From an optimization exercise on the open Yosys and OpenROAD flow, aimed at small area and a short achievable clock period; shortcuts taken in it are not production practice. RTL that was checked went through simulation tests only; none was proved equivalent to the original. The clock input has no modelled driver; a real chip could not lean on it and would need a root buffer or a full tree. Power and IR-drop figures of this design are not reliable: the tool's default activity estimate is inflated in some of its runs.

==> zinc: inputs <==
// BC_FIR
module BC_FIR(
    input  [12:0] in,
    input         clock_s,
    output [12:0] out
);
    reg [11:0] d0;
    reg [11:0] d1;
    reg [11:0] d2;
    reg [11:0] d3;
    reg [11:0] d4;
    reg [11:0] d5;
    reg [11:0] d6;
    reg [11:0] d7;
    reg [11:0] d8;
    reg [11:0] d9;
    reg [11:0] d10;
    reg [11:0] d11;
    reg [11:0] d12;
    reg [11:0] d13;
    reg [11:0] d14;
    reg [11:0] d15;
    reg [11:0] d16;
    reg [11:0] d17;
    reg [11:0] d18;
    reg [11:0] d19;
    reg [11:0] d20;
    reg [11:0] d21;
    reg [11:0] d22;
    reg [11:0] d23;
    reg [11:0] d24;
    reg [11:0] d25;
    reg [11:0] d26;
    reg [11:0] d27;
    reg [11:0] d28;
    reg r4_0;
    reg r4_1;
    reg r4_2;
    reg r4_3;
    reg r4_4;
    reg r4_5;
    reg r4_6;
    reg r4_7;
    reg r4_8;
    reg r4_9;
    reg r4_10;
    reg r4_11;
    reg r4_12;
    reg r4_13;
    reg r4_14;
    reg r3_0;
    reg r3_1;
    reg r3_2;
    reg r3_3;
    reg r3_4;
    reg r3_5;
    reg r3_6;
    reg r3_7;
    reg r3_8;
    reg r3_9;
    reg r3_10;
    reg r3_11;
    reg r3_12;
    reg r2_0;
    reg r2_1;
    reg r2_2;
    reg r2_3;
    reg r2_4;
    reg r2_5;
    reg r2_6;
    reg r2_7;
    reg r2_8;
    reg r2_9;
    reg r2_10;
    reg r2_11;
    reg r2_12;
    reg r2_13;
    reg r1_0;
    reg r1_1;
    reg r1_2;
    reg r1_3;
    reg r1_4;
    reg r1_5;
    reg r1_6;
    reg r1_7;
    reg r1_8;
    reg r1_9;
    reg r1_10;
    reg r1_11;
    reg r1_12;
    reg [12:0] y;
    wire w1;
    wire w2;
    wire w3;
    wire w4;
    wire w5;
    wire w6;
    wire w7;
    wire w8;
    wire w9;
    wire w10;
    wire w11;
    wire w12;
    wire w13;
    wire w14;
    wire w15;
    wire w16;
    wire w17;
    wire w18;
    wire w19;
    wire w20;
    wire w21;
    wire w22;
    wire w23;
    wire w24;
    wire w25;
    wire w26;
    wire w27;
    wire w28;
  ...
clock: 16.0 ns
lec_check: 0
cap_margin: 20
core_margin: 2
core_utilization: 40
slew_margin: 20
synth_hierarchical: 1
synth_minimum_keep_size: 0
run.sh (not shown) runs the stock make flow with config.mk's settings and CLKGATE_MAP_FILE= SYNTH_SCRIPT=/design/flow/synth_recipe.tcl, a recipe that flattens the netlist after the stock synthesis.
==> fjord: changes against zinc <==
CTS_BUF_LIST = sky130_fd_sc_hd__clkbuf_8   (was default)
CTS_CLUSTER_DIAMETER = 60   (was default)
CTS_CLUSTER_SIZE = 20   (was default)
==> sierra: changes against zinc <==
CTS_BUF_LIST = sky130_fd_sc_hd__clkbuf_4   (was default)
==> notes.md <==
item	sierra	fjord	zinc
Run status	finished clean	finished clean	finished clean
Initial antenna violation count	1	0	0
Leakage component of the power	6.984 nW	6.573 nW	6.958 nW
N_diodes	1	0	1
Sequential share of cell area	50.05%	52.05%	49.51%
Hold WS	0.3093 ns	0.3186 ns	0.3164 ns
Tcrit/Tclk final	30.02%	29.13%	29.04%
Logic pwr share	44.3%	47.7%	42.4%
Total GRT Usage	16.68%	15.89%	16.30%
Final net count	1281	1211	1222
Clock network power consumption	0.806 mW	0.538 mW	0.970 mW
Final critical path time including I/O delays and setup	4.804 ns	4.660 ns	4.647 ns
Hold EP	d14[4]	d14[8]	d16[10]
No functional check of the RTL was part of any run of this note.


==> inputs of violet <==
Another version of the RTL of BC_FIR (not shown whole).
export LEC_CHECK = 0
export CAP_MARGIN = 20
export CORE_MARGIN = 2
export CORE_UTILIZATION = 65
export PLACE_DENSITY = 0.75
export SLEW_MARGIN = 20
export SYNTH_HIERARCHICAL = 1
export SYNTH_MINIMUM_KEEP_SIZE = 0
create_clock -name core_clock -period 16.0 [get_ports {clock_s}]
standard.sh (not shown) runs the stock make flow with config.mk's settings and CLKGATE_MAP_FILE= SYNTH_SCRIPT=/design/flow/synth_recipe.tcl, a recipe that flattens the netlist after the stock synthesis.
==> flow/flow/run.sh <==
#!/bin/bash
# Standard ORFS layout (the standard.sh) with two changes:
#  - port buffers made from sky130_fd_sc_hd__buf_2 instead of the default delay-buffer cell;
#  - the clock tree built by flow/cts_hook.tcl (PRE_CTS hook): a balanced two-level
#    buffer tree in place of TritonCTS's deeper tree.
# All tool output goes to standard_flow.log here and to the ORFS logs under orfs/logs.
set -euo pipefail
bash standard.sh "BUFFER_PORTS_ARGS=-buffer_cell sky130_fd_sc_hd__buf_2" \
  "PRE_CTS_TCL=$PWD/flow/cts_hook.tcl" \
  finish > standard_flow.log 2>&1
==> flow/flow/cts_hook.tcl <==
# PRE_CTS hook: builds a two-level clock tree by hand, then makes the flow's
# clock_tree_synthesis call a no-op.
#   clock_s -> NROOT root buffers (clkbuf_16) -> NLEAF leaf buffers (clkbuf_8)
#   -> flip-flop clock pins.
# Flip-flops are split into NLEAF balanced clusters (k-means); each leaf buffer
# sits at its cluster's centre, each root buffer at the centre of its leaves.
# Every flip-flop sees the same two buffer levels.
set ::mct_nleaf 16
set ::mct_nroot 4
set ::mct_leaf sky130_fd_sc_hd__clkbuf_16
set ::mct_root sky130_fd_sc_hd__clkbuf_16

proc mct_kmeans {pts k seed} {
  # balanced k-means (greedy capacity-limited assignment); returns {centres assignment}
  set n [llength $pts]
  set cap [expr {int(ceil(double($n) / $k * 1.15))}]
  expr {srand($seed)}
  set best_cost 1e30
  set best {}
  for {set trial 0} {$trial < 8} {incr trial} {
    # initial centres: random distinct points
    set idx {}
    while {[llength $idx] < $k} {
      set r [expr {int(rand() * $n)}]
      if {[lsearch $idx $r] < 0} { lappend idx $r }
    }
    set cent {}
    foreach i $idx { lappend cent [lindex $pts $i] }
    for {set it 0} {$it < 25} {incr it} {
      set pairs {}
      for {set i 0} {$i < $n} {incr i} {
        lassign [lindex $pts $i] x y
        for {set c 0} {$c < $k} {incr c} {
          lassign [lindex $cent $c] cx cy
          lappend pairs [list [expr {abs($x - $cx) + abs($y - $cy)}] $i $c]
        }
      }
      set pairs [lsort -real -index 0 $pairs]
      set asg [lrepeat $n -1]
      set cnt [lrepeat $k 0]
      foreach p $pairs {
        lassign $p d i c
        if {[lindex $asg $i] < 0 && [lindex $cnt $c] < $cap} {
          lset asg $i $c
          lset cnt $c [expr {[lindex $cnt $c] + 1}]
        }
      }
      set sx [lrepeat $k 0.0]; set sy [lrepeat $k 0.0]
      for {set i 0} {$i < $n} {incr i} {
        set c [lindex $asg $i]
        lassign [lindex $pts $i] x y
        lset sx $c [expr {[lindex $sx $c] + $x}]
        lset sy $c [expr {[lindex $sy $c] + $y}]
      }
      set newc {}
      for {set c 0} {$c < $k} {incr c} {
        set m [lindex $cnt $c]
        if {$m > 0} {
          lappend newc [list [expr {[lindex $sx $c] / $m}] [expr {[lindex $sy $c] / $m}]]
        } else {
          lappend newc [lindex $cent $c]
        }
      }
      set cent $newc
    }
    set cost 0.0
    for {set i 0} {$i < $n} {incr i} {
      lassign [lindex $pts $i] x y
      lassign [lindex $cent [lindex $asg $i]] cx cy
      set cost [expr {$cost + abs($x - $cx) + abs($y - $cy)}]
    }
    if {$cost < $best_cost} {
      set best_cost $cost
      set best [list $cent $asg]
    }
  }
  return $best
}

proc mct_build {} {
  set block [ord::get_db_block]
  set db [ord::get_db]
  set clk [$block findNet clock_s]
  set sinks {}
  set pts {}
  foreach it [$clk getITerms] {
    set inst [$it getInst]
    set bb [$inst getBBox]
    lappend sinks $it
    lappend pts [list [expr {([$bb xMin] + [$bb xMax]) / 2}] [expr {([$bb yMin] + [$bb yMax]) / 2}]]
  }
  puts "manual clock tree: [llength $sinks] clock sinks"
  lassign [mct_kmeans $pts $::mct_nleaf 1] lcent lasg
  lassign [mct_kmeans $lcent $::mct_nroot 2] rcent rasg
  set rootm [$db findMaster $::mct_root]
  set leafm [$db findMaster $::mct_leaf]
  set rnets {}
  for {set r 0} {$r < $::mct_nroot} {incr r} {
    set net [odb::dbNet_create $block clknet_root_$r]
    $net setSigType CLOCK
    set inst [odb::dbInst_create $block $rootm clkbuf_root_$r]
    [$inst findITerm A] connect $clk
    [$inst findITerm X] connect $net
    lassign [lindex $rcent $r] x y
    $inst setLocation [expr {int($x)}] [expr {int($y)}]
    $inst setPlacementStatus PLACED
    lappend rnets $net
  }
  set lnets {}
  for {set l 0} {$l < $::mct_nleaf} {incr l} {
    set net [odb::dbNet_create $block clknet_leaf_$l]
    $net setSigType CLOCK
    set inst [odb::dbInst_create $block $leafm clkbuf_leaf_$l]
    [$inst findITerm A] connect [lindex $rnets [lindex $rasg $l]]
    [$inst findITerm X] connect $net
    lassign [lindex $lcent $l] x y
    $inst setLocation [expr {int($x)}] [expr {int($y)}]
    $inst setPlacementStatus PLACED
    lappend lnets $net
  }
  for {set i 0} {$i < [llength $sinks]} {incr i} {
    set it [lindex $sinks $i]
    $it disconnect
    $it connect [lindex $lnets [lindex $lasg $i]]
  }
  puts "manual clock tree: $::mct_nroot root and $::mct_nleaf leaf buffers"
}

mct_build
rename clock_tree_synthesis mct_unused_clock_tree_synthesis
proc clock_tree_synthesis {args} {
  puts "clock_tree_synthesis skipped: the clock tree was built by the PRE_CTS hook"
}
==> nickel (differences from violet) <==
--- a/flow/flow/cts_hook.tcl
+++ b/flow/flow/cts_hook.tcl
@@ -5,9 +5,9 @@
 # Flip-flops are split into NLEAF balanced clusters (k-means); each leaf buffer
 # sits at its cluster's centre, each root buffer at the centre of its leaves.
 # Every flip-flop sees the same two buffer levels.
-set ::mct_nleaf 16
+set ::mct_nleaf 24
 set ::mct_nroot 4
-set ::mct_leaf sky130_fd_sc_hd__clkbuf_16
+set ::mct_leaf sky130_fd_sc_hd__clkbuf_8
 set ::mct_root sky130_fd_sc_hd__clkbuf_16
 
 proc mct_kmeans {pts k seed} {
- CORE_UTILIZATION: 65 -> 80
- PLACE_DENSITY: 0.75 -> 0.9
==> lagoon (differences from violet) <==
--- a/flow/flow/run.sh
+++ b/flow/flow/run.sh
@@ -5,6 +5,6 @@
 #    buffer tree in place of TritonCTS's deeper tree.
 # All tool output goes to standard_flow.log here and to the ORFS logs under orfs/logs.
 set -euo pipefail
-bash standard.sh "BUFFER_PORTS_ARGS=-buffer_cell sky130_fd_sc_hd__buf_2" \
+bash standard.sh "BUFFER_PORTS_ARGS=-buffer_cell sky130_fd_sc_hd__buf_1" \
   "PRE_CTS_TCL=$PWD/flow/cts_hook.tcl" \
   finish > standard_flow.log 2>&1
--- a/flow/flow/cts_hook.tcl
+++ b/flow/flow/cts_hook.tcl
@@ -1,13 +1,13 @@
-# PRE_CTS hook: builds a two-level clock tree by hand, then makes the flow's
-# clock_tree_synthesis call a no-op.
+# PRE_CTS hook: sizes up the output port buffers, builds a two-level clock tree
+# by hand, then makes the flow's clock_tree_synthesis call a no-op.
 #   clock_s -> NROOT root buffers (clkbuf_16) -> NLEAF leaf buffers (clkbuf_8)
 #   -> flip-flop clock pins.
 # Flip-flops are split into NLEAF balanced clusters (k-means); each leaf buffer
 # sits at its cluster's centre, each root buffer at the centre of its leaves.
 # Every flip-flop sees the same two buffer levels.
-set ::mct_nleaf 16
+set ::mct_nleaf 24
 set ::mct_nroot 4
-set ::mct_leaf sky130_fd_sc_hd__clkbuf_16
+set ::mct_leaf sky130_fd_sc_hd__clkbuf_8
 set ::mct_root sky130_fd_sc_hd__clkbuf_16
 
 proc mct_kmeans {pts k seed} {
@@ -126,6 +126,20 @@
   puts "manual clock tree: $::mct_nroot root and $::mct_nleaf leaf buffers"
 }
 
+# The port buffers were made from buf_1 (BUFFER_PORTS_ARGS); the output ports,
+# which drive the external load, get buf_2. detailed_placement in cts.tcl legalizes.
+proc mct_upsize_outputs {} {
+  set n 0
+  foreach inst [[ord::get_db_block] getInsts] {
+    if {[string match output* [$inst getName]] && [[$inst getMaster] getName] eq "sky130_fd_sc_hd__buf_1"} {
+      replace_cell [$inst getName] sky130_fd_sc_hd__buf_2
+      incr n
+    }
+  }
+  puts "output port buffers sized up to buf_2: $n"
+}
+
+mct_upsize_outputs
 mct_build
 rename clock_tree_synthesis mct_unused_clock_tree_synthesis
 proc clock_tree_synthesis {args} {
==> tundra (differences from violet) <==
--- a/flow/flow/cts_hook.tcl
+++ b/flow/flow/cts_hook.tcl
@@ -5,9 +5,9 @@
 # Flip-flops are split into NLEAF balanced clusters (k-means); each leaf buffer
 # sits at its cluster's centre, each root buffer at the centre of its leaves.
 # Every flip-flop sees the same two buffer levels.
-set ::mct_nleaf 16
+set ::mct_nleaf 24
 set ::mct_nroot 4
-set ::mct_leaf sky130_fd_sc_hd__clkbuf_16
+set ::mct_leaf sky130_fd_sc_hd__clkbuf_8
 set ::mct_root sky130_fd_sc_hd__clkbuf_16
 
 proc mct_kmeans {pts k seed} {
==> comparison <==
In area after synthesis, tundra and nickel do not differ. In tundra the hold slack is better than in lagoon, by 0.0096 ns. In lagoon the clock skew is higher than in violet, by 0.0082 ns. Routed wire length: lagoon < tundra < violet < nickel. Sequential cell count is the same in lagoon and violet. The lowest final area belongs to nickel, the highest to violet. The highest first-iteration DRC count belongs to nickel, the lowest to tundra.
==> figures <==
Logic pwr share: tundra 0.448; nickel 0.473; lagoon 0.440; violet 0.441
Detailed Place HPWL: tundra 14.4 mm; nickel 17.2 mm; lagoon 13.9 mm; violet 14.4 mm
Net count of the finished layout: tundra 1004; nickel 1004; lagoon 1004; violet 996
Run status: tundra timing/DRC/antenna clean; nickel timing/DRC/antenna clean; lagoon timing/DRC/antenna clean; violet timing/DRC/antenna clean
Sum of routed wire length over all layers: tundra 18.6 mm; nickel 23.0 mm; lagoon 18.1 mm; violet 18.9 mm
Post-layout power: tundra 3.30 mW; nickel 3.48 mW; lagoon 3.25 mW; violet 3.34 mW
Count of inserted tapcells: tundra 270; nickel 220; lagoon 270; violet 270
Post-DP Area: tundra 0.0137 mm^2; nickel 0.0137 mm^2; lagoon 0.0137 mm^2; violet 0.0137 mm^2
Min Hold Slack: tundra 0.315 ns; nickel 0.288 ns; lagoon 0.305 ns; violet 0.305 ns
Setup slack of the critical path after layout: tundra 12.05 ns; nickel 12.03 ns; lagoon 12.03 ns; violet 12.04 ns
Min Tclk post-route: tundra 3.95 ns; nickel 3.97 ns; lagoon 3.97 ns; violet 3.96 ns
Share of power burned in registers: tundra 0.410; nickel 0.392; lagoon 0.417; violet 0.405
Net load switching power: tundra 1.12 mW; nickel 1.27 mW; lagoon 1.08 mW; violet 1.12 mW
Final estimated routing congestion in global placement: tundra 0.815; nickel 0.860; lagoon 0.821; violet 0.815
Worst IR drop on VDD: tundra 167 uV; nickel 226 uV; lagoon 156 uV; violet 162 uV
Crit. Startpoint: tundra y[10]; nickel y[11]; lagoon y[4]; violet y[1]
In every run of this note, the design's own scripts or RTL, not TritonCTS, make the clock network.

-- separate check: timing with driven ports --
Ports are ideal in the flow. The routed layouts listed here were re-timed in OpenROAD.
Step 1: set_driving_cell puts a clkbuf_16 on clock_s and a buf_2 on each other input, an assumption about the parent block.
Step 2 times the ports against the registers' clock, not the clock port: input delays grow and output delays shrink by t, the midpoint of the rising clock arrivals with the driver on.
Three values: ideal, step 1, step 2; two values: the first two.
run | shift t [ns] | slack for setup (ns) | clock arrival spread, ns | slew at the worst register clock pin (ns)
zinc | 0.583 | 11.353 / 11.350 / 11.353 | 0.019 / 0.019 | 0.06 / 0.06
fjord | 0.637 | 11.340 / 11.292 / 11.411 | 0.025 / 0.025 | 0.12 / 0.12
sierra | 0.777 | 11.196 / 11.148 / 11.422 | 0.052 / 0.052 | 0.07 / 0.07
violet | 0.404 | 12.036 / 11.944 / 12.222 | 0.033 / 0.033 | 0.11 / 0.11
nickel | 0.406 | 12.030 / 11.933 / 12.048 | 0.038 / 0.038 | 0.12 / 0.12
lagoon | 0.409 | 12.030 / 11.932 / 12.239 | 0.044 / 0.044 | 0.11 / 0.11
tundra | 0.408 | 12.046 / 11.952 / 12.238 | 0.036 / 0.036 | 0.12 / 0.12
After both steps setup and hold are still met in every run listed.
